This is an optimization exercise on Yosys and OpenROAD, whose aim is small area and a short achievable clock period, not a production implementation. Function was checked by simulation only, so behaviour that the tests miss may differ from the original. No run shown here takes its clock network from TritonCTS; it comes from the design's own scripts or RTL. The clock port is modelled as an ideal driver, which makes a skipped or thinned clock tree look cheaper than it is; a real chip needs a root buffer or a tree. Power and IR drop assume default switching activity.

==> flow/run.sh <==
#!/bin/bash
# Own layout flow: the standard ORFS flow (standard.sh) with three changes:
#  - synthesis: the same script as synth_recipe.tcl, except that the second
#    part of Yosys's synth (fine:) runs with -noabc, so the bit-level adders
#    of the design reach extract_fa as written and map onto full-adder cells
#    without inverters between them (the final ABC mapping still runs);
#  - port buffers: buffer_ports uses sky130_fd_sc_hd__buf_1 instead of the
#    cell it picks by itself (clkdlybuf4s50_1);
#  - clock tree: flow/mycts.tcl (sourced before CTS) replaces
#    clock_tree_synthesis with a one-level tree (4 clkbuf_16 buffers fed by
#    the clock port, each driving a quarter of the flip-flops).
# Each tool's output goes to its own log file in the work folder.
set -euo pipefail
work=$(pwd)
first='proc synth {args} { yosys synth -nofsm -noshare {*}$args }'
if [[ "$(head -1 synth_recipe.tcl)" == "$first" ]]; then
  {
    echo 'proc synth {args} { if {[lsearch $args "fine:"] >= 0} { yosys synth -nofsm -noshare -noabc {*}$args } else { yosys synth -nofsm -noshare {*}$args } }'
    tail -n +2 synth_recipe.tcl
  } > "$work/own_synth.tcl"
else
  cp synth_recipe.tcl "$work/own_synth.tcl"
fi
extra=()
if [[ -f flow/extra.mk ]]; then
  while IFS= read -r line; do
    [[ -n "$line" && "$line" != \#* ]] && extra+=("$line")
  done < flow/extra.mk
fi
bash standard.sh SYNTH_SCRIPT="$work/own_synth.tcl" \
  "BUFFER_PORTS_ARGS=-buffer_cell sky130_fd_sc_hd__buf_1" "PRE_CTS_TCL=$work/flow/mycts.tcl" ${extra[@]+"${extra[@]}"} finish \
  > "$work/orfs_make.log" 2>&1
==> flow/mycts.tcl <==
rename clock_tree_synthesis orig_clock_tree_synthesis
proc clock_tree_synthesis {args} {
  set leaf_cell sky130_fd_sc_hd__clkbuf_16
  set root_cell none
  set nleaf 4
  if {[info exists ::env(OWN_CTS_LEAVES)]} { set nleaf $::env(OWN_CTS_LEAVES) }
  if {[info exists ::env(OWN_CTS_LEAF_CELL)]} { set leaf_cell $::env(OWN_CTS_LEAF_CELL) }
  if {[info exists ::env(OWN_CTS_ROOT_CELL)]} { set root_cell $::env(OWN_CTS_ROOT_CELL) }
  set block [ord::get_db_block]
  set clk_port [lindex [all_clocks] 0]
  set clk_net [[$block findBTerm clk] getNet]
  set sinks {}
  foreach pin [get_pins -of_objects [get_nets clk]] {
    if {[get_property $pin direction] ne "input"} { continue }
    set it [sta::sta_to_db_pin $pin]
    set bb [[$it getInst] getBBox]
    lappend sinks [list [expr {([$bb xMin] + [$bb xMax]) / 2}] [expr {([$bb yMin] + [$bb yMax]) / 2}] $pin]
  }
  set n [llength $sinks]
  puts "own cts: $n sinks, $nleaf leaf buffers"
  # split into nleaf groups: sort by y into rows of groups, then by x
  set ny [expr {int(sqrt($nleaf))}]
  if {$ny < 1} { set ny 1 }
  set nx [expr {($nleaf + $ny - 1) / $ny}]
  set groups {}
  set byy [lsort -integer -index 1 $sinks]
  set per_row [expr {($n + $ny - 1) / $ny}]
  for {set r 0} {$r < $ny} {incr r} {
    set row [lrange $byy [expr {$r * $per_row}] [expr {($r + 1) * $per_row - 1}]]
    set byx [lsort -integer -index 0 $row]
    set m [llength $byx]
    set per [expr {($m + $nx - 1) / $nx}]
    for {set c 0} {$c < $nx} {incr c} {
      set g [lrange $byx [expr {$c * $per}] [expr {($c + 1) * $per - 1}]]
      if {[llength $g]} { lappend groups $g }
    }
  }
  set dbu [$block getDbUnitsPerMicron]
  set leaves {}
  set k 0
  foreach g $groups {
    set sx 0; set sy 0; set pins {}
    foreach s $g { set sx [expr {$sx + [lindex $s 0]}]; set sy [expr {$sy + [lindex $s 1]}]; lappend pins [lindex $s 2] }
    set cx [expr {double($sx) / [llength $g] / $dbu}]
    set cy [expr {double($sy) / [llength $g] / $dbu}]
    set name "clkleaf_$k"
    set r [insert_buffer -buffer_cell $leaf_cell -net [get_nets clk] -load_pins $pins -location [list $cx $cy] -buffer_name $name -net_name "clknet_leaf_$k"]
    set name [get_full_name $r]
    lappend leaves $name
    incr k
  }
  if {$root_cell eq "none"} {
    foreach net [$block getNets] {
      set nm [$net getName]
      if {[string match clknet_* $nm] || $net eq $clk_net} { $net setSigType CLOCK }
    }
    set_propagated_clock [all_clocks]
    return
  }
  # root buffer at the centre of the leaves
  set sx 0; set sy 0; set pins {}
  foreach l $leaves {
    set bb [[$block findInst $l] getBBox]
    set sx [expr {$sx + ([$bb xMin] + [$bb xMax]) / 2}]
    set sy [expr {$sy + ([$bb yMin] + [$bb yMax]) / 2}]
    lappend pins [get_pins $l/A]
  }
  set cx [expr {double($sx) / [llength $leaves] / $dbu}]
  set cy [expr {double($sy) / [llength $leaves] / $dbu}]
  insert_buffer -buffer_cell $root_cell -net [get_nets clk] -load_pins $pins -location [list $cx $cy] -buffer_name clkroot -net_name clknet_root
  foreach net [$block getNets] {
    set nm [$net getName]
    if {[string match clknet_* $nm] || $net eq $clk_net} { $net setSigType CLOCK }
  }
  set_propagated_clock [all_clocks]
}
==> standard.sh <==
#!/bin/bash
# synth_recipe.tcl (not shown) runs the flow's synth.tcl, then flattens the netlist and writes it again
# the make line also repeats each setting of config.mk as NAME=value (left out here)
make -C /OpenROAD-flow-scripts/flow DESIGN_CONFIG=/design/flow/config.mk WORK_HOME=/design/flow/orfs CLKGATE_MAP_FILE= SYNTH_SCRIPT=/design/flow/synth_recipe.tcl "${@:-finish}"
==> config.mk <==
export PLATFORM = sky130hd
export DESIGN_NAME = pipelined_multiplier
export DESIGN_NICKNAME = pipelined_multiplier
export VERILOG_FILES = /design/flow/design.v
export SDC_FILE = /design/flow/constraint.sdc
export NUM_CORES = 4
export LEC_CHECK = 0
export ABC_AREA = 1
export CAP_MARGIN = 20
export CORE_MARGIN = 2
export CORE_UTILIZATION = 60
export SETUP_SLACK_MARGIN = 2.8
export SLEW_MARGIN = 20
==> constraint.sdc <==
create_clock -name core_clock -period 4.5 [get_ports {clk}]
set_input_delay 0.9000 -clock core_clock [delete_from_list [all_inputs] [get_ports {clk}]]
set_output_delay 0.9000 -clock core_clock [all_outputs]
set_load 0.01 [all_outputs]
==> design.v <==
module pipelined_multiplier (
    input clk,
    input rst,
    input [10:0] n1,
    input [7:0] n2,
    output reg [18:0] product
);
    reg [10:0] a1;
    reg [7:0] b1;
    reg [48:0] r2;
    reg [32:0] r3;
    reg v1, v2, v3;
    wire pp1;
    wire pp2;
    wire pp3;
    wire pp4;
    wire pp5;
    wire pp6;
    wire pp7;
    wire pp8;
    wire pp9;
    wire pp10;
    wire pp11;
    wire pp12;
    wire pp13;
    wire pp14;
    wire pp15;
    wire pp16;
    wire pp17;
    wire pp18;
    wire pp19;
    wire pp20;
    wire pp21;
    wire pp22;
    wire pp23;
    wire pp24;
    wire pp25;
    wire pp26;
    wire pp27;
    wire pp28;
    wire pp29;
    wire pp30;
    wire pp31;
    wire pp32;
    wire pp33;
    wire pp34;
    wire pp35;
    wire pp36;
    wire pp37;
    wire pp38;
    wire pp39;
    wire pp40;
    wire pp41;
    wire pp42;
    wire pp43;
    wire pp44;
    wire pp45;
    wire pp46;
    wire pp47;
    wire pp48;
    wire pp49;
    wire pp50;
    wire pp51;
    wire pp52;
    wire pp53;
    wire pp54;
    wire pp55;
    wire pp56;
    wire pp57;
    wire pp58;
    wire pp59;
    wire pp60;
    wire pp61;
    wire pp62;
    wire pp63;
    wire pp64;
    wire pp65;
    wire pp66;
    wire pp67;
    wire pp68;
    wire pp69;
    wire pp70;
    wire pp71;
    wire pp72;
    wire pp73;
    wire pp74;
    wire pp75;
    wire pp76;
    wire pp77;
    wire pp78;
    wire pp79;
    wire pp80;
    wire pp81;
    wire pp82;
    wire pp83;
    wire pp84;
    wire pp85;
    wire pp86;
    wire pp87;
    wire pp88;
    wire s89;
    wire c90;
    wire s91;
    wire c92;
    wire s93;
    wire c94;
    wire s95;
    wire c96;
    wire s97;
    wire c98;
    wire s99;
    wire c100;
    wire s101;
    wire c102;
    wire s103;
    wire c104;
    wire s105;
    wire c106;
    wire s107;
    wire c108;
    wire s109;
    wire c110;
    wire s111;
    wire c112;
    wire s113;
    wire c114;
    wire s115;
    wire c116;
    wire s117;
    wire c118;
    wire s119;
    wire c120;
    wire s121;
    wire c122;
    wire s123;
    wire c124;
    wire s125;
    wire c126;
    wire s127;
    wire c128;
    wire s129;
    wire c130;
    wire s131;
    wire c132;
    wire s133;
    wire c134;
    wire s135;
    wire c136;
    wire s137;
    wire c138;
    wire s139;
    wire c140;
    wire s141;
    wire c142;
    wire s143;
    wire c144;
    wire s145;
    wire c146;
    wire s147;
    wire c148;
    wire s149;
    wire c150;
    wire s151;
    wire c152;
    wire s153;
    wire c154;
    wire s155;
    wire c156;
    wire s157;
    wire c158;
    wire s159;
    wire c160;
    wire s161;
    wire c162;
    wire s163;
    wire c164;
    wire s165;
    wire c166;
    wire s167;
    wire c168;
    wire s169;
    wire c170;
    wire s171;
    wire c172;
    wire s173;
    wire c174;
    wire s175;
    wire c176;
    wire s177;
    wire c178;
    wire s179;
    wire c180;
    wire s181;
    wire c182;
    wire s183;
    wire c184;
    wire s185;
    wire c186;
    wire s187;
    wire c188;
    wire s189;
    wire c190;
    wire s191;
    wire c192;
    wire s193;
    wire c194;
    wire s195;
    wire c196;
    wire s197;
    wire c198;
    wire s199;
    wire c200;
    wire s201;
    wire c202;
    wire s203;
    wire c204;
    wire s205;
    wire c206;
    wire s207;
    wire c208;
    wire g209;
    wire p210;
    wire g211;
    wire p212;
    wire g213;
    wire p214;
    wire g215;
    wire p216;
    wire g217;
    wire p218;
    wire g219;
    wire p220;
    wire g221;
    wire p222;
    wire g223;
    wire p224;
    wire g225;
    wire p226;
    wire g227;
    wire p228;
    wire g229;
    wire p230;
    wire g231;
    wire p232;
    wire g233;
    wire p234;
    wire g235;
    wire p236;
    wire g237;
    wire p238;
    wire G1_239;
    wire P1_240;
    wire P1_241;
    wire P1_242;
    wire G1_243;
    wire P1_244;
    wire G1_245;
    wire P1_246;
    wire G1_247;
    wire P1_248;
    wire G1_249;
    wire P1_250;
    wire G1_251;
    wire P1_252;
    wire G1_253;
    wire P1_254;
    wire G1_255;
    wire P1_256;
    wire G1_257;
    wire P1_258;
    wire G1_259;
    wire P1_260;
    wire G1_261;
    wire P1_262;
    wire G1_263;
    wire P1_264;
    wire G1_265;
    wire P1_266;
    wire G1_267;
    wire P1_268;
    wire G2_269;
    wire G2_270;
    wire P2_271;
    wire P2_272;
    wire G2_273;
    wire P2_274;
    wire G2_275;
    wire P2_276;
    wire G2_277;
    wire P2_278;
    wire G2_279;
    wire P2_280;
    wire G2_281;
    wire P2_282;
    wire G2_283;
    wire P2_284;
    wire G2_285;
    wire P2_286;
    wire G2_287;
    wire P2_288;
    wire G2_289;
    wire P2_290;
    wire G2_291;
    wire P2_292;
    wire G2_293;
    wire P2_294;
    wire G2_295;
    wire P2_296;
    wire G3_297;
    wire G3_298;
    wire G3_299;
    wire G3_300;
    wire P3_301;
    wire G3_302;
    wire P3_303;
    wire G3_304;
    wire P3_305;
    wire G3_306;
    wire P3_307;
    wire G3_308;
    wire P3_309;
    wire G3_310;
    wire P3_311;
    wire G3_312;
    wire P3_313;
    wire G3_314;
    wire P3_315;
    wire G3_316;
    wire P3_317;
    wire G3_318;
    wire P3_319;
    wire G4_320;
    wire G4_321;
    wire G4_322;
    wire G4_323;
    wire G4_324;
    wire G4_325;
    wire G4_326;
    wire G4_327;
    wire P4_328;
    wire G4_329;
    wire P4_330;
    wire G5_331;
    wire sum332;
    wire sum333;
    wire sum334;
    wire sum335;
    wire sum336;
    wire sum337;
    wire sum338;
    wire sum339;
    wire sum340;
    wire sum341;
    wire sum342;
    wire sum343;
    wire sum344;
    wire sum345;
    wire sum346;
    wire sum347;
    assign pp1 = ~a1[0] & ~b1[0];
    assign pp2 = ~a1[0] & ~b1[1];
    assign pp3 = ~a1[0] & ~b1[2];
    assign pp4 = ~a1[0] & ~b1[3];
    assign pp5 = ~a1[0] & ~b1[4];
    assign pp6 = ~a1[0] & ~b1[5];
    assign pp7 = ~a1[0] & ~b1[6];
    assign pp8 = ~a1[0] & ~b1[7];
    assign pp9 = ~a1[1] & ~b1[0];
    assign pp10 = ~a1[1] & ~b1[1];
    assign pp11 = ~a1[1] & ~b1[2];
    assign pp12 = ~a1[1] & ~b1[3];
    assign pp13 = ~a1[1] & ~b1[4];
    assign pp14 = ~a1[1] & ~b1[5];
    assign pp15 = ~a1[1] & ~b1[6];
    assign pp16 = ~a1[1] & ~b1[7];
    assign pp17 = ~a1[2] & ~b1[0];
    assign pp18 = ~a1[2] & ~b1[1];
    assign pp19 = ~a1[2] & ~b1[2];
    assign pp20 = ~a1[2] & ~b1[3];
    assign pp21 = ~a1[2] & ~b1[4];
    assign pp22 = ~a1[2] & ~b1[5];
    assign pp23 = ~a1[2] & ~b1[6];
    assign pp24 = ~a1[2] & ~b1[7];
    assign pp25 = ~a1[3] & ~b1[0];
    assign pp26 = ~a1[3] & ~b1[1];
    assign pp27 = ~a1[3] & ~b1[2];
    assign pp28 = ~a1[3] & ~b1[3];
    assign pp29 = ~a1[3] & ~b1[4];
    assign pp30 = ~a1[3] & ~b1[5];
    assign pp31 = ~a1[3] & ~b1[6];
    assign pp32 = ~a1[3] & ~b1[7];
    assign pp33 = ~a1[4] & ~b1[0];
    assign pp34 = ~a1[4] & ~b1[1];
    assign pp35 = ~a1[4] & ~b1[2];
    assign pp36 = ~a1[4] & ~b1[3];
    assign pp37 = ~a1[4] & ~b1[4];
    assign pp38 = ~a1[4] & ~b1[5];
    assign pp39 = ~a1[4] & ~b1[6];
    assign pp40 = ~a1[4] & ~b1[7];
    assign pp41 = ~a1[5] & ~b1[0];
    assign pp42 = ~a1[5] & ~b1[1];
    assign pp43 = ~a1[5] & ~b1[2];
    assign pp44 = ~a1[5] & ~b1[3];
    assign pp45 = ~a1[5] & ~b1[4];
    assign pp46 = ~a1[5] & ~b1[5];
    assign pp47 = ~a1[5] & ~b1[6];
    assign pp48 = ~a1[5] & ~b1[7];
    assign pp49 = ~a1[6] & ~b1[0];
    assign pp50 = ~a1[6] & ~b1[1];
    assign pp51 = ~a1[6] & ~b1[2];
    assign pp52 = ~a1[6] & ~b1[3];
    assign pp53 = ~a1[6] & ~b1[4];
    assign pp54 = ~a1[6] & ~b1[5];
    assign pp55 = ~a1[6] & ~b1[6];
    assign pp56 = ~a1[6] & ~b1[7];
    assign pp57 = ~a1[7] & ~b1[0];
    assign pp58 = ~a1[7] & ~b1[1];
    assign pp59 = ~a1[7] & ~b1[2];
    assign pp60 = ~a1[7] & ~b1[3];
    assign pp61 = ~a1[7] & ~b1[4];
    assign pp62 = ~a1[7] & ~b1[5];
    assign pp63 = ~a1[7] & ~b1[6];
    assign pp64 = ~a1[7] & ~b1[7];
    assign pp65 = ~a1[8] & ~b1[0];
    assign pp66 = ~a1[8] & ~b1[1];
    assign pp67 = ~a1[8] & ~b1[2];
    assign pp68 = ~a1[8] & ~b1[3];
    assign pp69 = ~a1[8] & ~b1[4];
    assign pp70 = ~a1[8] & ~b1[5];
    assign pp71 = ~a1[8] & ~b1[6];
    assign pp72 = ~a1[8] & ~b1[7];
    assign pp73 = ~a1[9] & ~b1[0];
    assign pp74 = ~a1[9] & ~b1[1];
    assign pp75 = ~a1[9] & ~b1[2];
    assign pp76 = ~a1[9] & ~b1[3];
    assign pp77 = ~a1[9] & ~b1[4];
    assign pp78 = ~a1[9] & ~b1[5];
    assign pp79 = ~a1[9] & ~b1[6];
    assign pp80 = ~a1[9] & ~b1[7];
    assign pp81 = ~a1[10] & ~b1[0];
    assign pp82 = ~a1[10] & ~b1[1];
    assign pp83 = ~a1[10] & ~b1[2];
    assign pp84 = ~a1[10] & ~b1[3];
    assign pp85 = ~a1[10] & ~b1[4];
    assign pp86 = ~a1[10] & ~b1[5];
    assign pp87 = ~a1[10] & ~b1[6];
    assign pp88 = ~a1[10] & ~b1[7];
    assign s89 = pp3 ^ pp10 ^ pp17;
    assign c90 = (pp3 & pp10) | (pp3 & pp17) | (pp10 & pp17);
    assign s91 = pp4 ^ pp11 ^ pp18;
    assign c92 = (pp4 & pp11) | (pp4 & pp18) | (pp11 & pp18);
    assign s93 = pp5 ^ pp12 ^ pp19;
    assign c94 = (pp5 & pp12) | (pp5 & pp19) | (pp12 & pp19);
    assign s95 = pp6 ^ pp13 ^ pp20;
    assign c96 = (pp6 & pp13) | (pp6 & pp20) | (pp13 & pp20);
    assign s97 = pp27 ^ pp34 ^ pp41;
    assign c98 = (pp27 & pp34) | (pp27 & pp41) | (pp34 & pp41);
    assign s99 = pp7 ^ pp14 ^ pp21;
    assign c100 = (pp7 & pp14) | (pp7 & pp21) | (pp14 & pp21);
    assign s101 = pp28 ^ pp35 ^ pp42;
    assign c102 = (pp28 & pp35) | (pp28 & pp42) | (pp35 & pp42);
    assign s103 = pp8 ^ pp15 ^ pp22;
    assign c104 = (pp8 & pp15) | (pp8 & pp22) | (pp15 & pp22);
    assign s105 = pp29 ^ pp36 ^ pp43;
    assign c106 = (pp29 & pp36) | (pp29 & pp43) | (pp36 & pp43);
    assign s107 = pp16 ^ pp23 ^ pp30;
    assign c108 = (pp16 & pp23) | (pp16 & pp30) | (pp23 & pp30);
    assign s109 = pp37 ^ pp44 ^ pp51;
    assign c110 = (pp37 & pp44) | (pp37 & pp51) | (pp44 & pp51);
    assign s111 = pp24 ^ pp31 ^ pp38;
    assign c112 = (pp24 & pp31) | (pp24 & pp38) | (pp31 & pp38);
    assign s113 = pp45 ^ pp52 ^ pp59;
    assign c114 = (pp45 & pp52) | (pp45 & pp59) | (pp52 & pp59);
    assign s115 = pp32 ^ pp39 ^ pp46;
    assign c116 = (pp32 & pp39) | (pp32 & pp46) | (pp39 & pp46);
    assign s117 = pp53 ^ pp60 ^ pp67;
    assign c118 = (pp53 & pp60) | (pp53 & pp67) | (pp60 & pp67);
    assign s119 = pp40 ^ pp47 ^ pp54;
    assign c120 = (pp40 & pp47) | (pp40 & pp54) | (pp47 & pp54);
    assign s121 = pp61 ^ pp68 ^ pp75;
    assign c122 = (pp61 & pp68) | (pp61 & pp75) | (pp68 & pp75);
    assign s123 = pp48 ^ pp55 ^ pp62;
    assign c124 = (pp48 & pp55) | (pp48 & pp62) | (pp55 & pp62);
    assign s125 = pp69 ^ pp76 ^ pp83;
    assign c126 = (pp69 & pp76) | (pp69 & pp83) | (pp76 & pp83);
    assign s127 = pp56 ^ pp63 ^ pp70;
    assign c128 = (pp56 & pp63) | (pp56 & pp70) | (pp63 & pp70);
    assign s129 = pp64 ^ pp71 ^ pp78;
    assign c130 = (pp64 & pp71) | (pp64 & pp78) | (pp71 & pp78);
    assign s131 = pp72 ^ pp79 ^ pp86;
    assign c132 = (pp72 & pp79) | (pp72 & pp86) | (pp79 & pp86);
    assign s133 = pp25 ^ c90 ^ s91;
    assign c134 = (pp25 & c90) | (pp25 & s91) | (c90 & s91);
    assign s135 = pp26 ^ pp33 ^ c92;
    assign c136 = (pp26 & pp33) | (pp26 & c92) | (pp33 & c92);
    assign s137 = c94 ^ s95 ^ s97;
    assign c138 = (c94 & s95) | (c94 & s97) | (s95 & s97);
    assign s139 = pp49 ^ c96 ^ c98;
    assign c140 = (pp49 & c96) | (pp49 & c98) | (c96 & c98);
    assign s141 = pp50 ^ pp57 ^ c100;
    assign c142 = (pp50 & pp57) | (pp50 & c100) | (pp57 & c100);
    assign s143 = c102 ^ s103 ^ s105;
    assign c144 = (c102 & s103) | (c102 & s105) | (s103 & s105);
    assign s145 = pp58 ^ pp65 ^ c104;
    assign c146 = (pp58 & pp65) | (pp58 & c104) | (pp65 & c104);
    assign s147 = c106 ^ s107 ^ s109;
    assign c148 = (c106 & s107) | (c106 & s109) | (s107 & s109);
    assign s149 = pp66 ^ pp73 ^ c108;
    assign c150 = (pp66 & pp73) | (pp66 & c108) | (pp73 & c108);
    assign s151 = c110 ^ s111 ^ s113;
    assign c152 = (c110 & s111) | (c110 & s113) | (s111 & s113);
    assign s153 = pp74 ^ pp81 ^ c112;
    assign c154 = (pp74 & pp81) | (pp74 & c112) | (pp81 & c112);
    assign s155 = c114 ^ s115 ^ s117;
    assign c156 = (c114 & s115) | (c114 & s117) | (s115 & s117);
    assign s157 = pp82 ^ c116 ^ c118;
    assign c158 = (pp82 & c116) | (pp82 & c118) | (c116 & c118);
    assign s159 = c120 ^ c122 ^ s123;
    assign c160 = (c120 & c122) | (c120 & s123) | (c122 & s123);
    assign s161 = pp77 ^ pp84 ^ c124;
    assign c162 = (pp77 & pp84) | (pp77 & c124) | (pp84 & c124);
    assign s163 = pp85 ^ c128 ^ s129;
    assign c164 = (pp85 & c128) | (pp85 & s129) | (c128 & s129);
    assign s165 = pp80 ^ pp87 ^ c132;
    assign c166 = (pp80 & pp87) | (pp80 & c132) | (pp87 & c132);
    assign s167 = r2[29] ^ r2[30];
    assign c168 = r2[29] & r2[30];
    assign s169 = r2[10] ^ r2[11];
    assign c170 = r2[10] & r2[11];
    assign s171 = r2[14] ^ r2[15];
    assign c172 = r2[14] & r2[15];
    assign s173 = r2[17] ^ r2[18] ^ r2[19];
    assign c174 = (r2[17] & r2[18]) | (r2[17] & r2[19]) | (r2[18] & r2[19]);
    assign s175 = r2[21] ^ r2[22] ^ r2[23];
    assign c176 = (r2[21] & r2[22]) | (r2[21] & r2[23]) | (r2[22] & r2[23]);
    assign s177 = r2[25] ^ r2[26] ^ r2[27];
    assign c178 = (r2[25] & r2[26]) | (r2[25] & r2[27]) | (r2[26] & r2[27]);
    assign s179 = r2[31] ^ r2[32] ^ r2[33];
    assign c180 = (r2[31] & r2[32]) | (r2[31] & r2[33]) | (r2[32] & r2[33]);
    assign s181 = r2[34] ^ r2[35] ^ r2[36];
    assign c182 = (r2[34] & r2[35]) | (r2[34] & r2[36]) | (r2[35] & r2[36]);
    assign s183 = r2[37] ^ r2[38] ^ r2[39];
    assign c184 = (r2[37] & r2[38]) | (r2[37] & r2[39]) | (r2[38] & r2[39]);
    assign s185 = r2[5] ^ r2[6];
    assign c186 = r2[5] & r2[6];
    assign s187 = r2[8] ^ r2[9];
    assign c188 = r2[8] & r2[9];
    assign s189 = r2[12] ^ r2[13] ^ s169;
    assign c190 = (r2[12] & r2[13]) | (r2[12] & s169) | (r2[13] & s169);
    assign s191 = r2[16] ^ c170 ^ s171;
    assign c192 = (r2[16] & c170) | (r2[16] & s171) | (c170 & s171);
    assign s193 = r2[20] ^ c172 ^ s173;
    assign c194 = (r2[20] & c172) | (r2[20] & s173) | (c172 & s173);
    assign s195 = r2[24] ^ c174 ^ s175;
    assign c196 = (r2[24] & c174) | (r2[24] & s175) | (c174 & s175);
    assign s197 = r2[28] ^ c176 ^ s177;
    assign c198 = (r2[28] & c176) | (r2[28] & s177) | (c176 & s177);
    assign s199 = s167 ^ c178 ^ s179;
    assign c200 = (s167 & c178) | (s167 & s179) | (c178 & s179);
    assign s201 = c168 ^ c180 ^ s181;
    assign c202 = (c168 & c180) | (c168 & s181) | (c180 & s181);
    assign s203 = r2[40] ^ c182 ^ s183;
    assign c204 = (r2[40] & c182) | (r2[40] & s183) | (c182 & s183);
    assign s205 = r2[41] ^ r2[42] ^ c184;
    assign c206 = (r2[41] & r2[42]) | (r2[41] & c184) | (r2[42] & c184);
    assign s207 = r2[43] ^ r2[44] ^ r2[45];
    assign c208 = (r2[43] & r2[44]) | (r2[43] & r2[45]) | (r2[44] & r2[45]);
    assign p210 = r2[1] ^ r2[2];
    assign g209 = r2[1] & r2[2];
    assign p212 = r2[7] ^ s185;
    assign g211 = r2[7] & s185;
    assign p214 = c186 ^ s187;
    assign g213 = c186 & s187;
    assign p216 = c188 ^ s189;
    assign g215 = c188 & s189;
    assign p218 = c190 ^ s191;
    assign g217 = c190 & s191;
    assign p220 = c192 ^ s193;
    assign g219 = c192 & s193;
    assign p222 = c194 ^ s195;
    assign g221 = c194 & s195;
    assign p224 = c196 ^ s197;
    assign g223 = c196 & s197;
    assign p226 = c198 ^ s199;
    assign g225 = c198 & s199;
    assign p228 = c200 ^ s201;
    assign g227 = c200 & s201;
    assign p230 = c202 ^ s203;
    assign g229 = c202 & s203;
    assign p232 = c204 ^ s205;
    assign g231 = c204 & s205;
    assign p234 = c206 ^ s207;
    assign g233 = c206 & s207;
    assign p236 = r2[46] ^ c208;
    assign g235 = r2[46] & c208;
    assign p238 = r2[47] ^ r2[48];
    assign g237 = r2[47] & r2[48];
    assign G1_239 = r3[3] & r3[2];
    assign P1_240 = r3[3] & r3[1];
    assign P1_241 = r3[4] & r3[3];
    assign P1_242 = r3[5] & r3[4];
    assign G1_243 = r3[8] | (r3[7] & r3[6]);
    assign P1_244 = r3[7] & r3[5];
    assign G1_245 = r3[10] | (r3[9] & r3[8]);
    assign P1_246 = r3[9] & r3[7];
    assign G1_247 = r3[12] | (r3[11] & r3[10]);
    assign P1_248 = r3[11] & r3[9];
    assign G1_249 = r3[14] | (r3[13] & r3[12]);
    assign P1_250 = r3[13] & r3[11];
    assign G1_251 = r3[16] | (r3[15] & r3[14]);
    assign P1_252 = r3[15] & r3[13];
    assign G1_253 = r3[18] | (r3[17] & r3[16]);
    assign P1_254 = r3[17] & r3[15];
    assign G1_255 = r3[20] | (r3[19] & r3[18]);
    assign P1_256 = r3[19] & r3[17];
    assign G1_257 = r3[22] | (r3[21] & r3[20]);
    assign P1_258 = r3[21] & r3[19];
    assign G1_259 = r3[24] | (r3[23] & r3[22]);
    assign P1_260 = r3[23] & r3[21];
    assign G1_261 = r3[26] | (r3[25] & r3[24]);
    assign P1_262 = r3[25] & r3[23];
    assign G1_263 = r3[28] | (r3[27] & r3[26]);
    assign P1_264 = r3[27] & r3[25];
    assign G1_265 = r3[30] | (r3[29] & r3[28]);
    assign P1_266 = r3[29] & r3[27];
    assign G1_267 = r3[32] | (r3[31] & r3[30]);
    assign P1_268 = r3[31] & r3[29];
    assign G2_269 = P1_241 & r3[2];
    assign G2_270 = r3[6] | (P1_242 & G1_239);
    assign P2_271 = P1_242 & P1_240;
    assign P2_272 = P1_244 & P1_241;
    assign G2_273 = G1_245 | (P1_246 & r3[6]);
    assign P2_274 = P1_246 & P1_242;
    assign G2_275 = G1_247 | (P1_248 & G1_243);
    assign P2_276 = P1_248 & P1_244;
    assign G2_277 = G1_249 | (P1_250 & G1_245);
    assign P2_278 = P1_250 & P1_246;
    assign G2_279 = G1_251 | (P1_252 & G1_247);
    assign P2_280 = P1_252 & P1_248;
    assign G2_281 = G1_253 | (P1_254 & G1_249);
    assign P2_282 = P1_254 & P1_250;
    assign G2_283 = G1_255 | (P1_256 & G1_251);
    assign P2_284 = P1_256 & P1_252;
    assign G2_285 = G1_257 | (P1_258 & G1_253);
    assign P2_286 = P1_258 & P1_254;
    assign G2_287 = G1_259 | (P1_260 & G1_255);
    assign P2_288 = P1_260 & P1_256;
    assign G2_289 = G1_261 | (P1_262 & G1_257);
    assign P2_290 = P1_262 & P1_258;
    assign G2_291 = G1_263 | (P1_264 & G1_259);
    assign P2_292 = P1_264 & P1_260;
    assign G2_293 = G1_265 | (P1_266 & G1_261);
    assign P2_294 = P1_266 & P1_262;
    assign G2_295 = G1_267 | (P1_268 & G1_263);
    assign P2_296 = P1_268 & P1_264;
    assign G3_297 = G1_243 | (P2_272 & r3[2]);
    assign G3_298 = G2_273 | (P2_274 & G1_239);
    assign G3_299 = G2_275 | (P2_276 & G2_269);
    assign G3_300 = G2_277 | (P2_278 & G2_270);
    assign P3_301 = P2_278 & P2_271;
    assign G3_302 = G2_279 | (P2_280 & G1_243);
    assign P3_303 = P2_280 & P2_272;
    assign G3_304 = G2_281 | (P2_282 & G2_273);
    assign P3_305 = P2_282 & P2_274;
    assign G3_306 = G2_283 | (P2_284 & G2_275);
    assign P3_307 = P2_284 & P2_276;
    assign G3_308 = G2_285 | (P2_286 & G2_277);
    assign P3_309 = P2_286 & P2_278;
    assign G3_310 = G2_287 | (P2_288 & G2_279);
    assign P3_311 = P2_288 & P2_280;
    assign G3_312 = G2_289 | (P2_290 & G2_281);
    assign P3_313 = P2_290 & P2_282;
    assign G3_314 = G2_291 | (P2_292 & G2_283);
    assign P3_315 = P2_292 & P2_284;
    assign G3_316 = G2_293 | (P2_294 & G2_285);
    assign P3_317 = P2_294 & P2_286;
    assign G3_318 = G2_295 | (P2_296 & G2_287);
    assign P3_319 = P2_296 & P2_288;
    assign G4_320 = G3_302 | (P3_303 & r3[2]);
    assign G4_321 = G3_304 | (P3_305 & G1_239);
    assign G4_322 = G3_306 | (P3_307 & G2_269);
    assign G4_323 = G3_308 | (P3_309 & G2_270);
    assign G4_324 = G3_310 | (P3_311 & G3_297);
    assign G4_325 = G3_312 | (P3_313 & G3_298);
    assign G4_326 = G3_314 | (P3_315 & G3_299);
    assign G4_327 = G3_316 | (P3_317 & G3_300);
    assign P4_328 = P3_317 & P3_301;
    assign G4_329 = G3_318 | (P3_319 & G3_302);
    assign P4_330 = P3_319 & P3_303;
    assign G5_331 = G4_329 | (P4_330 & r3[2]);
    assign sum332 = r3[3] ^ r3[2];
    assign sum333 = r3[4] ^ G1_239;
    assign sum334 = r3[5] ^ G2_269;
    assign sum335 = r3[7] ^ G2_270;
    assign sum336 = r3[9] ^ G3_297;
    assign sum337 = r3[11] ^ G3_298;
    assign sum338 = r3[13] ^ G3_299;
    assign sum339 = r3[15] ^ G3_300;
    assign sum340 = r3[17] ^ G4_320;
    assign sum341 = r3[19] ^ G4_321;
    assign sum342 = r3[21] ^ G4_322;
    assign sum343 = r3[23] ^ G4_323;
    assign sum344 = r3[25] ^ G4_324;
    assign sum345 = r3[27] ^ G4_325;
    assign sum346 = r3[29] ^ G4_326;
    assign sum347 = r3[31] ^ G4_327;
    wire [18:0] sum3 = {G5_331, sum347, sum346, sum345, sum344, sum343, sum342, sum341, sum340, sum339, sum338, sum337, sum336, sum335, sum334, sum333, sum332, r3[1], r3[0]};
    always @(posedge clk) begin
        a1 <= ~n1;
        b1 <= ~n2;
        r2[0] <= pp1;
        r2[1] <= pp2;
        r2[2] <= pp9;
        r2[3] <= s89;
        r2[4] <= s133;
        r2[5] <= s93;
        r2[6] <= c134;
        r2[7] <= s135;
        r2[8] <= c136;
        r2[9] <= s137;
        r2[10] <= s99;
        r2[11] <= s101;
        r2[12] <= c138;
        r2[13] <= s139;
        r2[14] <= c140;
        r2[15] <= s141;
        r2[16] <= s143;
        r2[17] <= c142;
        r2[18] <= c144;
        r2[19] <= s145;
        r2[20] <= s147;
        r2[21] <= c146;
        r2[22] <= c148;
        r2[23] <= s149;
        r2[24] <= s151;
        r2[25] <= c150;
        r2[26] <= c152;
        r2[27] <= s153;
        r2[28] <= s155;
        r2[29] <= s119;
        r2[30] <= s121;
        r2[31] <= c154;
        r2[32] <= c156;
        r2[33] <= s157;
        r2[34] <= s125;
        r2[35] <= c158;
        r2[36] <= s159;
        r2[37] <= c126;
        r2[38] <= s127;
        r2[39] <= c160;
        r2[40] <= s161;
        r2[41] <= c162;
        r2[42] <= s163;
        r2[43] <= c130;
        r2[44] <= s131;
        r2[45] <= c164;
        r2[46] <= s165;
        r2[47] <= pp88;
        r2[48] <= c166;
        r3[0] <= r2[0];
        r3[1] <= p210;
        r3[2] <= g209;
        r3[3] <= r2[3];
        r3[4] <= r2[4];
        r3[5] <= p212;
        r3[6] <= g211;
        r3[7] <= p214;
        r3[8] <= g213;
        r3[9] <= p216;
        r3[10] <= g215;
        r3[11] <= p218;
        r3[12] <= g217;
        r3[13] <= p220;
        r3[14] <= g219;
        r3[15] <= p222;
        r3[16] <= g221;
        r3[17] <= p224;
        r3[18] <= g223;
        r3[19] <= p226;
        r3[20] <= g225;
        r3[21] <= p228;
        r3[22] <= g227;
        r3[23] <= p230;
        r3[24] <= g229;
        r3[25] <= p232;
        r3[26] <= g231;
        r3[27] <= p234;
        r3[28] <= g233;
        r3[29] <= p236;
        r3[30] <= g235;
        r3[31] <= p238;
        r3[32] <= g237;
    end
    always @(posedge clk or posedge rst) begin
        if (rst) begin
            v1 <= 1'b0;
            v2 <= 1'b0;
            v3 <= 1'b0;
        end else begin
            v1 <= 1'b1;
            v2 <= v1;
            v3 <= v2;
        end
    end
    always @(posedge clk or posedge rst) begin
        if (rst)
            product <= 19'b0;
        else
            product <= sum3 & {19{v3}};
    end
endmodule
==> summary.txt, run 1 <==
Worst setup path:
- The classification of the worst setup path is register to register.
- The startpoint class of the critical path is a register.
- The startpoint identified for the worst register-to-register timing path is r2[31]$_DFF_P_.
- Of all nets on the critical path, the largest fanout is 1.
- STA puts the critical path data required time at about 4600 ps.
- The cell depth of the worst flop-to-flop path is 3.
- The type of element capturing the critical path is a register.
- In this run the register-to-register setup slack is approximately 2800 ps.
- The capturing point of the worst reg2reg path is r3[19]$_DFF_P_.
- For the worst setup path, the data arrival time is 1770 ps.

STA:
- The worst hold slack across all endpoints is 337.7 ps.
- Derived from the worst setup path, the maximum achievable clock frequency is between 500 and 600 MHz.
- The number of endpoints with negative hold slack in the final report is 0.
- Setup slack closes at 2785 ps.
- The number of endpoints failing setup at the final stage is 0.
- Of the available clock period, the critical path in the final layout requires roughly two fifths.
- Setup repair after global routing could not meet its margin everywhere.
- The clock period could shrink to 1715 ps.
- The worst-case headroom to the max-slew limit is 49.18%.
- The number of pins exceeding their max-slew limit in the final report is 0.
- At the pin with the least slew margin, the transition time is ~760 ps.
- The final setup TNS is 0 ps.
- The clock arrives with 7.473 ps of skew.

Global route:
- The number of antenna violations at the first check in global routing was 0.
- Global routing used roughly 18% of the available tracks across all layers.
- Entering global routing, the biggest net connects 32 pins.
- The number of global-route vias before repair is between 3,000 and 4,000.
- The first global-routing pass estimated approximately 14,000 um of wire.
- Summed over all layers, the global routing overflow is 0.

Cells and area:
- The final layout net count is about 650.
- The repair_antennas step left the layout with diodes totalling 0.
- Fill cells in the final layout number 720.
- The area growth from synthesis to layout is 6.387%.
- After routing the design area is about 0.0056 mm2.
- The count of placed standard cells in the final layout, fillers left out is 656.
- The fraction of final layout cells with drive strength greater than 1 is under 10%.

Power and ir drop:
- The analysis attributes to cell leakage a power of about 2.8 nW.
- Power spread over the standard cell area amounts to about 480 mW/mm2.
- The maximum VDD drop is 227.5 uV.

Yosys:
- The count of mapped cells out of synthesis is approximately 530.
- The post-synthesis net count is 623.
- The total standard cell area after synthesis is 0.005250 mm2.
- A synthesized cell averages between 9 and 10 um2.
- The number of different library cells in the post-synthesis netlist is 22.
- The number of storage elements in the synthesis netlist is around 120.
- The portion of the post-synthesis area used by sequential elements is approximately half.
- For this run, the number of Yosys warnings is 1.

Detailed routing:
- The number of optimization iterations in the first detailed-route pass is 4.
- The number of antenna-violating nets in the routed design is 0.
- After detailed routing, the number of remaining DRC violations is 0.
- The detailed router's first-iteration violation count is 80.
- The total wire length after detailed routing is 8231 um.
- The number of vias per cell after detailed routing is 4.816.
- The via count is 3,159.
- The average wire length per cell after detail routing is approximately 13 um.

Floorplanning:
- In this run the vertical extent of the chip is a little under 100 um.
- The initialized floorplan defines 34 standard-cell rows.
- The die footprint is 0.009514 mm2.
- The floorplan step set the die width to 97.54 um.
- Once the floorplan was initialized, standard cells occupied around three fifths of the core.
- Pin placement for this block handled 40 I/O pins.
- The total area inside the core boundary comes to about 0.0086 mm2.

Min path:
- The worst hold path was traced through 0 stages.
- The worst min-delay path startpoint is r2[3]$_DFF_P_.
- The path with the worst hold slack has its endpoint at r3[3]$_DFF_P_.
- The worst min-delay path category is register to register.

CTS:
- The hold buffer count at cts is 0.
- The clock latency at the later pin of the worst-skew pair is about 170 ps.
- The clock-pin slew on the worst setup and hold paths is 110 ps.

Place:
- The congestion estimate from routability-driven global placement came to 0.8964.
- At the placement stage, the worst setup path has a slack of 2664 ps.
- After detailed placement, the design holds a cell count of between 600 and 700.
- The number of port buffers is 39.
- The instance area after placement is between 0.005 and 0.006 mm2.
- Detailed placement ended at an HPWL of around 6600 um.

Job:
- Across the run, the number of max-cap violations was 0.

Run status:
- The flow ran to the end and the layout has no timing, DRC or antenna violations.
## cell usage after synthesis, drive strengths merged
library cell | instances | share of area [%]
nor2 | 121 | 8.7
dfxtp | 101 | 39
nand2 | 86 | 6.3
inv | 60 | 4.3
fa | 55 | 21
dfrtp | 22 | 10
ha | 21 | 5.0
clkbuf | 20 | 1.6
a21oi | 17 | 1.6
nand3 | 8 | 0.86
o21ai | 8 | 0.83
nor3 | 3 | 0.29
a21boi | 1 | 0.14
and2 | 1 | 0.12
buf | 1 | 0.095
conb | 1 | 0.071
## metal layers
layer | vias to the layer above | routed length (um) | share of wire [%] | GRT usage [%]
li1 | 1607 | - | - | -
met1 | 1476 | 3859 | 47 | 24.25
met2 | 68 | 3913 | 48 | 33.10
met3 | 8 | 342 | 4.2 | 1.655
met4 | 0 | 115 | 1.4 | 2.350
met5 | - | 0 | 0 | 0
## worst max-delay path, stage by stage, from the launching register on
cell	delay (ps)
sky130_fd_sc_hd__dfxtp_2	340
sky130_fd_sc_hd__fa_1	560
sky130_fd_sc_hd__fa_1	420
sky130_fd_sc_hd__ha_1	290
## cell families after synthesis
| family | after synthesis | synth area share (%) |
|---|---|---|
| adder cells (fa/ha/maj) | 76 | 25.98 |
| AND/OR/NAND/NOR | 219 | 16.35 |
| other | 1 | 0.07143 |
| flip-flops | 123 | 49.00 |
| AO/OA/AOI/OAI | 26 | 2.598 |
| buffers and inverters | 81 | 6.006 |
## cell type report, clock buffers not listed
type | count | area (um2) | share of cell area [%]
sequential | 123 | 2616 | 46.84
multi-input combinational | 322 | 2362 | 42.29
inverter | 60 | 225.2 | 4.032
timing repair buffer | 39 | 146.4 | 2.621
tap | 108 | 135.1 | 2.419
## layout by cell type (no fill, tap or decap)
cell type,count
sky130_fd_sc_hd__nor2_2,2
sky130_fd_sc_hd__dfxtp_2,17
sky130_fd_sc_hd__inv_2,2
sky130_fd_sc_hd__o21ai_2,1
sky130_fd_sc_hd__nor2_1,119
sky130_fd_sc_hd__nor3_1,3
sky130_fd_sc_hd__inv_1,58
sky130_fd_sc_hd__fa_1,55
sky130_fd_sc_hd__dfxtp_4,6
sky130_fd_sc_hd__and2_1,1
sky130_fd_sc_hd__ha_1,21
sky130_fd_sc_hd__nand3_1,7
sky130_fd_sc_hd__nand2_2,4
sky130_fd_sc_hd__dfrtp_1,22
sky130_fd_sc_hd__dfxtp_1,78
sky130_fd_sc_hd__clkbuf_16,4
sky130_fd_sc_hd__conb_1,1
sky130_fd_sc_hd__nand3_2,1
sky130_fd_sc_hd__buf_1,39
sky130_fd_sc_hd__a21boi_1,1
sky130_fd_sc_hd__o21ai_0,7
sky130_fd_sc_hd__a21oi_1,17
sky130_fd_sc_hd__nand2_1,82
## power by group
part,switching [W],internal (W),total [W]
sequential,0.000174,0.00133,0.00150
combinational,0.000449,0.000298,0.000747
clock,0.000247,0.000165,0.000412
total,0.000870,0.00179,0.00266
## worst max-delay path by stage
stage	endpoint	from	slack, ps	depth (start not counted)
CTS	r3[19]$_DFF_P_	r2[31]$_DFF_P_	2780	3
floorplan	r2[16]$_DFF_P_	a1[0]$_DFF_P_	2810	4
global placement	r2[20]$_DFF_P_	b1[4]$_DFF_P_	2740	3
finish	r3[19]$_DFF_P_	r2[31]$_DFF_P_	2790	3
global route	r3[19]$_DFF_P_	r2[31]$_DFF_P_	2760	3
detailed placement	r2[16]$_DFF_P_	b1[4]$_DFF_P_	2660	3
## through the flow
step                total power [W]  utilization [%]
detailed placement         0.002286            63.32
global placement           0.002257            63.32
global route               0.002889            65.00
finish                     0.002662            65.00
floorplan                  0.002053                -
CTS                        0.002693            64.72
## state kept, by name, indices dropped and copies added, names as in the netlist
signal	flops
r3	33
v2	1
product	19
v1	1
b1	8
v3	1
a1	11
r2	49
## repair_timing
item                       4_1_cts  5_1_grt
pin swaps                        0        1
resized for setup               16       13
setup buffers                    0        0
setup endpoints to repair       22       15
gates cloned                     0        0
hold endpoints to repair         0        0
==> run 2: changes to the inputs <==
--- a/config.mk
+++ b/config.mk
@@ -5,9 +5,9 @@
 export SDC_FILE = /design/flow/constraint.sdc
 export NUM_CORES = 4
 export LEC_CHECK = 0
-export ABC_AREA = 1
 export CAP_MARGIN = 20
 export CORE_MARGIN = 2
 export CORE_UTILIZATION = 60
+export PLACE_DENSITY = 0.75
 export SETUP_SLACK_MARGIN = 2.8
 export SLEW_MARGIN = 20
==> run 2 against run 1 <==
Net effect: fmax fell by 0.91%; die area fell by 2.5%; first-iteration DRC count rose by 46%; worst hold slack got worse by 6.0 ps; highest routed layer unchanged.
==> summary.txt, run 2 <==
Global route:
- The number of global-route vias before repair is 3,039 (-5.8%).
- The wire length of the first global-routing pass came to 14,620 um (+1.3%).
- The maximum number of pins on one net before global-route repair was 32 (unchanged).
- The global-route total usage across every layer is 19.99% (+1.9 points).
- The total global routing overflow is 0 (unchanged).
- The number of antenna violations at the first check in global routing came to 0 (unchanged).

Cells and area:
- The final layout net count is 563 (-13%).
- In the layout the commonest cells are 94 x sky130_fd_sc_hd__nor2_1, 74 x sky130_fd_sc_hd__dfxtp_1, 54 x sky130_fd_sc_hd__fa_1, 39 x sky130_fd_sc_hd__buf_1, 24 x sky130_fd_sc_hd__inv_1.
- The largest registers in the layout are r2 x49, r3 x33, product x19.
- The area growth from synthesis to final layout is 8.199%.
- The fraction of final layout cells with drive strength greater than 1 is 10.99% (+4.2 points).
- The number of fill cells in the layout was 656 (-8.9%).
- The most common cell after layout, fill and taps aside is sky130_fd_sc_hd__nor2_1.
- The largest register by flop count is r2.
- The number of inserted diodes is 0 (unchanged).
- The flip-flop count of the largest register, all copies and words added is 49 (unchanged).

Run status:
- The run finished with no timing, DRC or antenna violations.

Floorplanning:
- The area of the core region is 0.008258 mm2 (-3.9%).
- The number of rows in the core area is 33 (-2.9%).
- The overall die height came to 96.31 um (-1.3%).
- The x dimension of the die was 96.31 um (-1.3%).
- The starting density of the core came to 61.91% (+0.81 points).
- The number of I/O pins is 40 (unchanged).
- The die footprint is 0.009275 mm2 (-2.5%).

Detailed routing:
- The wire length on met1 was 3760 um (-2.6%).
- The via count is 3,027 (-4.2%).
- The total wire length after detailed routing is 8608 um (+4.6%).
- The number of optimization iterations in the first detailed-route pass is 5 (+1).
- The average wire length per cell after detail routing is 15.13 um (+21%).
- The met2 wirelength from detailed routing is 4283 um (+9.5%).
- The remaining routing DRC violations is 0 (unchanged).
- The routed length on met3 is 507 um (+48%).
- The detailed router's first-iteration violation count came to 117 (+46%).
- The number of vias per cell after detailed routing was 5.320 (+10%).
- The number of antenna-violating nets in the routed design was 0 (unchanged).
- The top layer reached by signal wires is met4.

Worst setup path:
- The type of element capturing the critical path is a register.
- The signal on the critical path passes through fa_2 -> fa_1 -> ha_1.
- The logic depth of the worst path, buffers included is 3 (unchanged).
- The total buffers and inverters traversed by the critical path is 0 (unchanged).
- The peak fanout along the critical path is 1 (unchanged).
- The worst setup path is launched from a register.
- The slowest stage of the critical path belongs to the cell sky130_fd_sc_hd__fa_2.
- The critical path required time was 4570 ps (about the same).
- The kind of cell adding the most delay to the critical path is adder cells.
- The internal reg-to-reg setup slack was 2770 ps (-20 ps).
- The maximum single-stage delay on the critical path is 600 ps (+40 ps).
- The worst setup path startpoint is r2[31]$_DFF_P_.
- The capturing point of the worst reg2reg path is r3[19]$_DFF_P_.
- The reg-to-reg startpoint is r2[31]$_DFF_P_.
- The endpoint of the most critical setup path is r3[19]$_DFF_P_.
- The data arrival time of the critical path came to 1800 ps (+30 ps).
- The cell depth of the worst flop-to-flop path is 3 (unchanged).
- The classification of the worst setup path is register to register.

STA:
- The highest attainable clock frequency was 577.8 MHz (-0.91%).
- The worst hold slack across all endpoints came to 331.7 ps (-5.997 ps).
- The worst-case headroom to the max-slew limit was 49.14% (about the same).
- The final setup TNS is 0 ps (unchanged).
- The number of endpoints with negative hold slack in the final report came to 0 (unchanged).
- The slew at the pin closest to its max-slew limit is 762.0 ps (+0.5495 ps).
- The share of the cycle needed by the critical path after routing was 38.46% (+0.35 points).
- The final worst clock skew is 8.087 ps (+0.6139 ps).
- The number of pins exceeding their max-slew limit in the final report was 0 (unchanged).
- The number of endpoints failing setup at the final stage is 0 (unchanged).
- The least setup slack across all paths after layout is 2769 ps (-15.72 ps).
- Setup repair after global routing could not meet its margin everywhere.
- The minimum period implied by the final worst setup slack came to 1731 ps (+15.72 ps).

Min path:
- The worst min-delay path category is register to register.

Yosys:
- In the synthesized netlist the dominant register cell turns out to be sky130_fd_sc_hd__dfxtp_1.
- The count of yosys warnings during synthesis is 1 (unchanged).
- The portion of the post-synthesis area used by sequential elements is 50.32% (+1.3 points).
- The share of synthesized registers carrying an async set or reset is 17.89% (unchanged).
- The portion of synthesized cell area occupied by the leading cell type is 39.55% (+1.0 points).
- The post-synthesis average cell area is 11.57 um2 (+16%).
- The count of mapped cells out of synthesis is 442 (-16%).
- In the post-synthesis netlist, the biggest area contributors are sky130_fd_sc_hd__dfxtp_1 40%, sky130_fd_sc_hd__fa_1 22%, sky130_fd_sc_hd__dfrtp_1 11%.
- The total standard cell area after synthesis came to 0.005112 mm2 (-2.6%).
- The number of different library cells in the post-synthesis netlist is 43 (+95%).
- The number of enable flip-flop cells after synthesis came to 0 (unchanged).
- The most instantiated library cell after synthesis is sky130_fd_sc_hd__dfxtp_1.
- In the synthesized netlist, the cells that appear most often are 101 x sky130_fd_sc_hd__dfxtp_1, 97 x sky130_fd_sc_hd__nor2_1, 55 x sky130_fd_sc_hd__fa_1.
- The number of storage elements in the synthesis netlist came to 123 (unchanged).
- The library cell occupying the most area in the post-synthesis netlist is sky130_fd_sc_hd__dfxtp_1.
- The post-synthesis net count came to 539 (-13%).

CTS:
- The clock-pin slew on the worst setup and hold paths is 110 ps (about the same).
- The clock latency at the later pin of the worst-skew pair is 170 ps (about the same).

Power and ir drop:
- The static leakage came to 2.471 nW (-10%).
- The maximum VDD drop was 228.9 uV (+0.64%).
- The areal power density over the cells is 488.9 mW/mm2 (+2.6%).

Place:
- The worst-case setup slack after placement came to 2665 ps (+1.590 ps).
- The number of port buffers is 39 (unchanged).
- The final HPWL from detailed placement is 6543 um (-0.11%).
- The final estimated routing congestion in global placement is 0.8316 (-7.2%).

Job:
- The number of violations of the max-capacitance limit is 0 (unchanged).
==> run 2: changes by cell type after synthesis, moves of 3 or more <==
cell                       delta
sky130_fd_sc_hd__xnor2_1      +5
sky130_fd_sc_hd__and2_1       +9
sky130_fd_sc_hd__a21oi_1      -5
sky130_fd_sc_hd__a211oi_1     +3
sky130_fd_sc_hd__a21boi_0     +3
sky130_fd_sc_hd__nor2_1      -22
sky130_fd_sc_hd__nand2_1     -71
sky130_fd_sc_hd__inv_1       -34
sky130_fd_sc_hd__xor2_1       +3
sky130_fd_sc_hd__nor3b_1      +3
sky130_fd_sc_hd__nand2_2      -4
sky130_fd_sc_hd__a21o_1       +5
==> run 2: power by group <==
group	switching, W	internal [W]
clock network	0.000256	0.000165
registers	0.000218	0.00133
logic	0.000384	0.000350
==> run 2: worst min path at each step <==
stage,cells past startpoint,slack [ps],end,startpoint
6_report,0,330,r3[4]$_DFF_P_,r2[4]$_DFF_P_
5_1_grt,0,340,r3[4]$_DFF_P_,r2[4]$_DFF_P_
4_1_cts,0,340,r3[0]$_DFF_P_,r2[0]$_DFF_P_
3_5_place_dp,0,310,r3[0]$_DFF_P_,r2[0]$_DFF_P_
3_3_place_gp,0,320,r3[3]$_DFF_P_,r2[3]$_DFF_P_
2_1_floorplan,0,310,r3[0]$_DFF_P_,r2[0]$_DFF_P_
==> run 2: layout make-up, clock buffers not listed <==
class	instances	area [um2]	area share, %
inverter	25	97.59	1.764
multi-input combinational	271	2411	43.59
sequential	123	2630	47.55
tap	105	131.4	2.375
timing repair buffer	41	161.4	2.918
==> run 2: worst reg2reg max path: cells and delay by family (launching register included) <==
kind | cells | cell delay (ps)
adders and majority gates | 3 | 1290
DFF | 1 | 340
==> run 2: cells by family (layout without fill, tap and decap cells) <==
kind of cell,after synthesis,after routing,share of synthesized area [%]
and+or+nand+nor,142,142,12.11
other,1,1,0.07335
AOI/OAI and AO/OA,43,43,5.556
buffers and inverters,48,70,3.696
adders and majority gates,76,76,26.68
DFF,123,123,50.32
xor gates and xnor gates,8,8,1.371
muxes,1,1,0.1958
==> run 2: what timing repair did <==
item                                    4_1_cts  5_1_grt
buffers inserted                              0        2
hold buffers                                  0        0
endpoints found under the setup margin       27       21
resized for setup                            21       33
cloned                                        0        0
pin swaps                                     1        7
==> run 2: metrics by stage <==
step	std cells	instance area, um2	power (W)	util (%)
6_report	569	5532	0.002704	66.98
5_1_grt	569	5532	0.002905	66.98
4_1_cts	567	5436	0.002677	65.83
3_5_place_dp	563	5295	0.002259	64.12
3_3_place_gp	563	5295	0.002216	64.12
2_1_floorplan	442	5121	0.002040	-
==> run 2: routing by layer <==
metal | vias up | track usage [%]
met5 | - | 0
met4 | 0 | 3.521
met3 | 8 | 1.879
met2 | 110 | 35.13
met1 | 1467 | 27.53
li1 | 1442 | -
==> run 3: changes to the inputs <==
--- a/config.mk
+++ b/config.mk
@@ -7,7 +7,6 @@
 export LEC_CHECK = 0
 export CAP_MARGIN = 20
 export CORE_MARGIN = 2
-export CORE_UTILIZATION = 60
-export PLACE_DENSITY = 0.75
+export CORE_UTILIZATION = 45
 export SETUP_SLACK_MARGIN = 2.8
 export SLEW_MARGIN = 20
==> run 3 against run 2 <==
Net effect: largest power group unchanged; global-route usage is 5.9 points lower; setup slack improved by 21 ps; clock skew is 1.3 ps higher; highest routed layer unchanged; sequential cell count stayed put; critical path type unchanged.
==> summary.txt, run 3 <==
Floorplanning:
- The x dimension of the die is 110.6 um (+15%).
- The number of rows in the core area is 38 (+15%).
- The starting density of the core is 46.55% (-15 points).
- The die footprint is 0.01223 mm2 (+32%).
- The overall die height is 110.6 um (+15%).
- The number of I/O pins came to 40 (unchanged).
- The area of the core region is 0.01098 mm2 (+33%).

Yosys:
- Among all flip-flop cells after synthesis, the most frequent one is sky130_fd_sc_hd__dfxtp_1.
- The portion of the post-synthesis area used by sequential elements is 50.32% (unchanged).
- The portion of synthesized cell area occupied by the leading cell type is 39.55% (unchanged).
- The total standard cell area after synthesis is 0.005112 mm2 (unchanged).
- The number of different library cells in the post-synthesis netlist is 43 (unchanged).
- The count of mapped cells out of synthesis is 442 (unchanged).
- The post-synthesis average cell area came to 11.57 um2 (unchanged).
- The most instantiated library cell after synthesis is sky130_fd_sc_hd__dfxtp_1.
- The count of yosys warnings during synthesis is 1 (unchanged).
- The library cell occupying the most area in the post-synthesis netlist is sky130_fd_sc_hd__dfxtp_1.
- Sorting the synthesized cells by area gives the leading types as sky130_fd_sc_hd__dfxtp_1 40%, sky130_fd_sc_hd__fa_1 22%, sky130_fd_sc_hd__dfrtp_1 11%.
- The share of synthesized registers carrying an async set or reset came to 17.89% (unchanged).
- Counting instances in the post-synthesis netlist gives the leading cell types as 101 x sky130_fd_sc_hd__dfxtp_1, 97 x sky130_fd_sc_hd__nor2_1, 55 x sky130_fd_sc_hd__fa_1.
- The post-synthesis net count was 539 (unchanged).
- The number of storage elements in the synthesis netlist is 123 (unchanged).
- The number of enable flip-flop cells after synthesis is 0 (unchanged).

STA:
- The final worst clock skew is 9.435 ps (+1.349 ps).
- The highest attainable clock frequency came to 585.0 MHz (+1.2%).
- Setup repair after global routing could not meet its margin everywhere.
- The number of endpoints with negative hold slack in the final report is 0 (unchanged).
- The worst-case headroom to the max-slew limit is 48.76% (-0.38 points).
- The number of endpoints failing setup at the final stage is 0 (unchanged).
- The slew at the pin closest to its max-slew limit came to 767.7 ps (+5.697 ps).
- The least setup slack across all paths after layout is 2791 ps (+21.30 ps).
- The final setup TNS was 0 ps (unchanged).
- The minimum period implied by the final worst setup slack is 1709 ps (-21.30 ps).
- The number of pins exceeding their max-slew limit in the final report is 0 (unchanged).
- The share of the cycle needed by the critical path after routing came to 37.99% (-0.47 points).

Detailed routing:
- The average wire length per cell after detail routing is 14.13 um (-6.6%).
- The remaining routing DRC violations is 0 (unchanged).
- The number of antenna-violating nets in the routed design came to 0 (unchanged).
- The total wire length after detailed routing is 8505 um (-1.2%).
- The via count is 2,943 (-2.8%).
- The detailed router's first-iteration violation count is 70 (-40%).
- The number of optimization iterations in the first detailed-route pass is 4 (-1).
- The number of vias per cell after detailed routing is 4.889 (-8.1%).

Min path:
- The path class of the tightest hold or removal check is register to register.
- In this run the most critical hold path is launched from r2[3]$_DFF_P_.

CTS:
- The clock latency at the later pin of the worst-skew pair was 170 ps (about the same).
- The hold buffer count at cts is 0 (unchanged).
- The clock-pin slew on the worst setup and hold paths is 110 ps (about the same).
- The buffers inserted during post-CTS setup optimization is 0 (unchanged).

Worst setup path:
- The setup path with the least slack is of type register to register.
- In this run the worst setup path terminates at r3[19]$_DFF_P_.
- The data arrival time of the critical path is 1780 ps (-20 ps).
- Tracing the worst setup path back leads to its startpoint at r2[31]$_DFF_P_.
- In this run the critical register-to-register path is captured at r3[19]$_DFF_P_.
- The worst register-to-register path begins at r2[31]$_DFF_P_.
- The cell depth of the worst flop-to-flop path is 3 (unchanged).
- The critical path required time is 4570 ps (about the same).
- The peak fanout along the critical path is 1 (unchanged).
- The worst setup path is captured at a register.
- The internal reg-to-reg setup slack is 2790 ps (+20 ps).
- The worst setup path is launched from a register.

Cells and area:
- The library cells used most frequently in the layout, excluding fill and tap cells, are 97 x sky130_fd_sc_hd__nor2_1, 77 x sky130_fd_sc_hd__dfxtp_1, 54 x sky130_fd_sc_hd__fa_1, 39 x sky130_fd_sc_hd__buf_1, 24 x sky130_fd_sc_hd__inv_1.
- The design area is 0.005540 mm2 (+0.16%).
- The final layout net count is 561 (-0.36%).
- The area growth from synthesis to final layout is 8.370%.
- The flip-flop count of the largest register, all copies and words added was 49 (unchanged).
- The fraction of final layout cells with drive strength greater than 1 came to 8.658% (-2.3 points).
- In the final layout, the registers with the most flip-flops are r2 x49, r3 x33, product x19.
- The most common cell after layout, fill and taps aside is sky130_fd_sc_hd__nor2_1.
- The register with the most flip-flops in the final layout is r2.
- The fraction of the core area covered by cells at the end of the flow is 50.44% (-17 points).
- The number of fill cells in the layout came to 980 (+49%).
- The number of inserted diodes came to 0 (unchanged).

Place:
- The number of port buffers is 39 (unchanged).
- The final HPWL from detailed placement was 6554 um (+0.18%).
- The worst-case setup slack after placement is 2649 ps (-16.41 ps).
- The instance area after placement is 0.005339 mm2 (+0.83%).
- The final estimated routing congestion in global placement came to 0.8993 (+8.1%).

Global route:
- The wire length of the first global-routing pass came to 14,750 um (+0.85%).
- The total global routing overflow is 0 (unchanged).
- The maximum number of pins on one net before global-route repair is 32 (unchanged).
- The number of antenna violations at the first check in global routing is 0 (unchanged).
- The number of global-route vias before repair was 3,078 (+1.3%).
- The global-route total usage across every layer was 14.08% (-5.9 points).

Job:
- The number of violations of the max-capacitance limit came to 0 (unchanged).

Run status:
- The flow ran to the end and the layout has no timing, DRC or antenna violations.

Power and ir drop:
- The total power is 0.002664 W (-1.5%).
- The areal power density over the cells is 480.8 mW/mm2 (-1.7%).
- The static leakage is 2.469 nW (about the same).
- The maximum VDD drop came to 228.3 uV (-0.26%).
==> run 3: cell counts after synthesis <==
Identical to the previous run, type by type.
==> run 3: cells by family (layout without fill, tap and decap cells) <==
kind of cell	Yosys count	in the layout	share of synthesized area (%)
and+or+nand+nor	142	142	12.11
DFF	123	123	50.32
adders and majority gates	76	76	26.68
buffers and inverters	48	68	3.696
AOI/OAI and AO/OA	43	43	5.556
xor gates and xnor gates	8	8	1.371
other	1	1	0.07335
muxes	1	1	0.1958
==> run 3: cell type report, clock buffers not listed <==
type / instances / area [um2] / share of cell area (%)
tap: 140 / 175.2 / 3.162
sequential: 123 / 2631 / 47.49
multi-input combinational: 271 / 2392 / 43.18
timing repair buffer: 39 / 146.4 / 2.642
inverter: 25 / 95.09 / 1.716
==> run 3: how the worst min path moves through the flow <==
stage                    endpoint  cells past startpoint
finish              r3[3]$_DFF_P_                      0
global route        r3[3]$_DFF_P_                      0
CTS                 r3[3]$_DFF_P_                      0
detailed placement  r3[3]$_DFF_P_                      0
global placement    r3[0]$_DFF_P_                      0
floorplan           r3[0]$_DFF_P_                      0
==> run 3: worst max-delay path, cell delays in order, from the launching register on <==
cell	delay, ps
sky130_fd_sc_hd__dfxtp_2	340
sky130_fd_sc_hd__fa_2	600
sky130_fd_sc_hd__fa_1	400
sky130_fd_sc_hd__ha_1	270
==> run 3: power breakdown <==
group          leakage [nW]  total, W  internal [W]  switching (W)
clock network        0.0493  0.000416      0.000165       0.000251
logic                  1.29  0.000715      0.000336       0.000379
registers              1.13   0.00153       0.00133       0.000203
total                  2.47   0.00266       0.00183       0.000833
==> run 3: routing by layer <==
metal	part of all wire [%]	GRT usage (%)
met5	0	0
met4	3.0	3.333
met3	4.3	1.482
met2	44	23.68
met1	48	19.76
==> run 3: repair_timing <==
| action | in CTS | in global routing |
|---|---|---|
| pin swaps | 1 | 7 |
| gates resized for setup | 21 | 26 |
| endpoints found under the setup margin | 31 | 23 |
==> run 3: metrics by stage <==
step,std cells,hold WS [ps]
final,602,345.1
after detailed placement,598,319.9
after global routing,602,358.1
after floorplan,442,309.6
after CTS,602,345.3
after global placement,598,315.0

## static timing again, ports no longer ideal
How much do the figures lean on ideal ports? The routed layouts below were timed once more, with nothing changed but the port constraints. Step 1 (the two cells are an assumption about what drives the block):
set clk [get_ports {clk}]
set_driving_cell -lib_cell sky130_fd_sc_hd__clkbuf_16 $clk
set_driving_cell -lib_cell sky130_fd_sc_hd__buf_2 [delete_from_list [all_inputs] $clk]
Step 2, shift: input delay + t, output delay - t, t = (earliest + latest rising clock arrival at the registers) / 2. This alone moves slack from input paths to output paths. a / b / c = ideal / step 1 / step 2; a / b = the first two.
| run | t (ns) | setup slack, ns | worst register clock-pin slew, ns |
|---|---|---|---|
| run 1 | 0.242 | 2.785 / 2.785 / 2.785 | 0.11 / 0.11 |
| run 2 | 0.241 | 2.769 / 2.769 / 2.769 | 0.11 / 0.11 |
| run 3 | 0.241 | 2.791 / 2.791 / 2.791 | 0.11 / 0.11 |
After both steps setup and hold are still met in every run listed.
